Source: an optimization exercise on an open RTL-to-GDS flow (aim: small area and a short achievable clock period). Production flows keep margins and buffers that such runs may drop. In this exercise RTL edits were held to simulation tests only and were not proved equivalent to the original. Power is estimated from default activity; no workload was simulated.

// schoolbook
module schoolbook(clk, rst, a, b, c);
input clk;
input rst;
input [282:0] a;
input [282:0] b;
output [565:0] c;
reg  [282:0] am;
reg  [282:0] hi;
reg  [282:0] lo;
reg  [8:0]   count;
reg          first;
reg          done;
wire         bn = first ? b[1] : lo[1];
wire [282:0] g0 = hi & am;
wire [282:0] p0 = hi ^ am;
wire g1_1 = g0[1] | (p0[1] & g0[0]);
wire p1_1 = p0[1] & p0[0];
wire g1_3 = g0[3] | (p0[3] & g0[2]);
wire p1_3 = p0[3] & p0[2];
wire g1_5 = g0[5] | (p0[5] & g0[4]);
wire p1_5 = p0[5] & p0[4];
wire g1_7 = g0[7] | (p0[7] & g0[6]);
wire p1_7 = p0[7] & p0[6];
wire g1_9 = g0[9] | (p0[9] & g0[8]);
wire p1_9 = p0[9] & p0[8];
wire g1_11 = g0[11] | (p0[11] & g0[10]);
wire p1_11 = p0[11] & p0[10];
wire g1_13 = g0[13] | (p0[13] & g0[12]);
wire p1_13 = p0[13] & p0[12];
wire g1_15 = g0[15] | (p0[15] & g0[14]);
wire p1_15 = p0[15] & p0[14];
wire g1_17 = g0[17] | (p0[17] & g0[16]);
wire p1_17 = p0[17] & p0[16];
wire g1_19 = g0[19] | (p0[19] & g0[18]);
wire p1_19 = p0[19] & p0[18];
wire g1_21 = g0[21] | (p0[21] & g0[20]);
wire p1_21 = p0[21] & p0[20];
wire g1_23 = g0[23] | (p0[23] & g0[22]);
wire p1_23 = p0[23] & p0[22];
wire g1_25 = g0[25] | (p0[25] & g0[24]);
wire p1_25 = p0[25] & p0[24];
wire g1_27 = g0[27] | (p0[27] & g0[26]);
wire p1_27 = p0[27] & p0[26];
wire g1_29 = g0[29] | (p0[29] & g0[28]);
wire p1_29 = p0[29] & p0[28];
wire g1_31 = g0[31] | (p0[31] & g0[30]);
wire p1_31 = p0[31] & p0[30];
wire g1_33 = g0[33] | (p0[33] & g0[32]);
wire p1_33 = p0[33] & p0[32];
wire g1_35 = g0[35] | (p0[35] & g0[34]);
wire p1_35 = p0[35] & p0[34];
wire g1_37 = g0[37] | (p0[37] & g0[36]);
wire p1_37 = p0[37] & p0[36];
wire g1_39 = g0[39] | (p0[39] & g0[38]);
wire p1_39 = p0[39] & p0[38];
wire g1_41 = g0[41] | (p0[41] & g0[40]);
wire p1_41 = p0[41] & p0[40];
wire g1_43 = g0[43] | (p0[43] & g0[42]);
wire p1_43 = p0[43] & p0[42];
wire g1_45 = g0[45] | (p0[45] & g0[44]);
wire p1_45 = p0[45] & p0[44];
wire g1_47 = g0[47] | (p0[47] & g0[46]);
wire p1_47 = p0[47] & p0[46];
wire g1_49 = g0[49] | (p0[49] & g0[48]);
wire p1_49 = p0[49] & p0[48];
wire g1_51 = g0[51] | (p0[51] & g0[50]);
wire p1_51 = p0[51] & p0[50];
wire g1_53 = g0[53] | (p0[53] & g0[52]);
wire p1_53 = p0[53] & p0[52];
  ...
clock: 14.0 ns
lec_check: 0
cap_margin: 20
core_area: 5 5 395 395
die_area: 0 0 400 400
place_density: 0.35
slew_margin: 40
tns_end_percent: 30
standard.sh (not shown) runs the stock make flow with config.mk's settings and CLKGATE_MAP_FILE= SYNTH_SCRIPT=/design/flow/synth_recipe.tcl, a recipe that flattens the netlist after the stock synthesis.
==> flow/flow/run.sh <==
#!/bin/bash
set -euo pipefail
bash standard.sh SETUP_SLACK_MARGIN=9.75 BUFFER_PORTS_ARGS="-buffer_cell sky130_fd_sc_hd__buf_1" CTS_ARGS="-sink_clustering_enable -repair_clock_nets -dont_use_dummy_load" finish > standard.log 2>&1
The first run finished clean.
Then changed:
==> flow/flow/run.sh (replaced) <==
#!/bin/bash
set -euo pipefail
bash standard.sh SETUP_SLACK_MARGIN=9.75 BUFFER_PORTS_ARGS="-buffer_cell sky130_fd_sc_hd__buf_1" CTS_ARGS="-sink_clustering_enable -repair_clock_nets -dont_use_dummy_load -sink_clustering_size 25 -sink_clustering_max_diameter 100" finish > standard.log 2>&1
- TNS_END_PERCENT: 30 -> not set
Outcome:
- die area does not change
- worst hold slack gets better by 0.0072 ns
- final area came out lower by a few percent
- first-iteration DRC count came out higher by a little under a tenth
- wire length came out lower slightly
- worst setup slack gets better by 0.048 ns
- utilization came out lower by 0.91 points
- global-route usage came out lower by 0.23 points
Then changed:
==> flow/flow/run.sh (replaced) <==
#!/bin/bash
set -euo pipefail
bash standard.sh SETUP_SLACK_MARGIN=9 BUFFER_PORTS_ARGS="-buffer_cell sky130_fd_sc_hd__buf_1" finish > standard.log 2>&1
- CORE_AREA: 5 5 395 395 -> not set
- CORE_MARGIN: not set -> 2
- CORE_UTILIZATION: not set -> 50
- DIE_AREA: 0 0 400 400 -> not set
- PLACE_DENSITY: 0.35 -> 0.6
Outcome:
- Now the flow died in I/O pin placement (PPL-0024)
- synthesized area stays the same
- synthesized cell count stays the same
Then changed:
==> flow/flow/run.sh (replaced) <==
#!/bin/bash
set -euo pipefail
bash standard.sh SETUP_SLACK_MARGIN=9.75 BUFFER_PORTS_ARGS="-buffer_cell sky130_fd_sc_hd__buf_1" finish > standard.log 2>&1
- CORE_AREA: not set -> 5 5 395 395
- CORE_MARGIN: 2 -> not set
- CORE_UTILIZATION: 50 -> not set
- DIE_AREA: not set -> 0 0 400 400
Effect: Now the flow produced a clean layout; synthesized cell count stays the same; synthesized area does not change.
Then changed:
==> flow/run.sh (new file) <==
#!/bin/bash
# synth_recipe.tcl (not shown) runs the flow's synth.tcl, then flattens the netlist and writes it again
# the make line also repeats each setting of config.mk as NAME=value (left out here)
make -C /OpenROAD-flow-scripts/flow DESIGN_CONFIG=/design/flow/config.mk WORK_HOME=/design/flow/orfs CLKGATE_MAP_FILE= SYNTH_SCRIPT=/design/flow/synth_recipe.tcl finish
- PLACE_DENSITY: 0.6 -> 0.35
- SETUP_SLACK_MARGIN: not set -> 5
removed: flow/flow/run.sh
removed: flow/standard.sh
After rerunning: Die area stays the same. Cell area came out higher by roughly a tenth. Setup slack gets worse by 0.99 ns. Total power came out higher by a few percent. Routed wire length grows by a few percent. Final cell count came out lower slightly. Via count goes down by a few percent. Non-clock buffer count drops by 98.

[separate check: timing with driven ports]
How much do the figures lean on ideal ports? The routed layouts below were timed once more, with nothing changed but the port constraints. Step 1 (the two cells are an assumption about what drives the block):
set clk [get_ports {clk}]
set_driving_cell -lib_cell sky130_fd_sc_hd__clkbuf_16 $clk
set_driving_cell -lib_cell sky130_fd_sc_hd__buf_2 [delete_from_list [all_inputs] $clk]
Step 2, shift: input delay + t, output delay - t, t = (earliest + latest rising clock arrival at the registers) / 2. This alone moves slack from input paths to output paths. Slacks: no drivers / after step 1 / after step 2; pairs: no drivers / after step 1.
run	t, ns	slack for setup (ns)	worst setup path at the end	latest minus earliest clock arrival (ns)	slew at the worst register clock pin (ns)
the first run	0.770	9.659 / 9.575 / 9.252	input to register	0.064 / 0.064	0.06 / 0.06
the second run	0.744	9.708 / 9.623 / 9.220	input to register	0.101 / 0.101	0.12 / 0.12
the fourth run	0.760	9.620 / 9.545 / 9.188	input to register	0.085 / 0.085	0.07 / 0.07
the fifth run	0.788	8.635 / 8.635 / 8.635	register to register	0.041 / 0.041	0.06 / 0.06
After both steps every run listed still meets setup and hold. For the second run, which loses most, drivers alone change the setup slack by -0.085 ns; drivers and shift together by -0.488 ns.
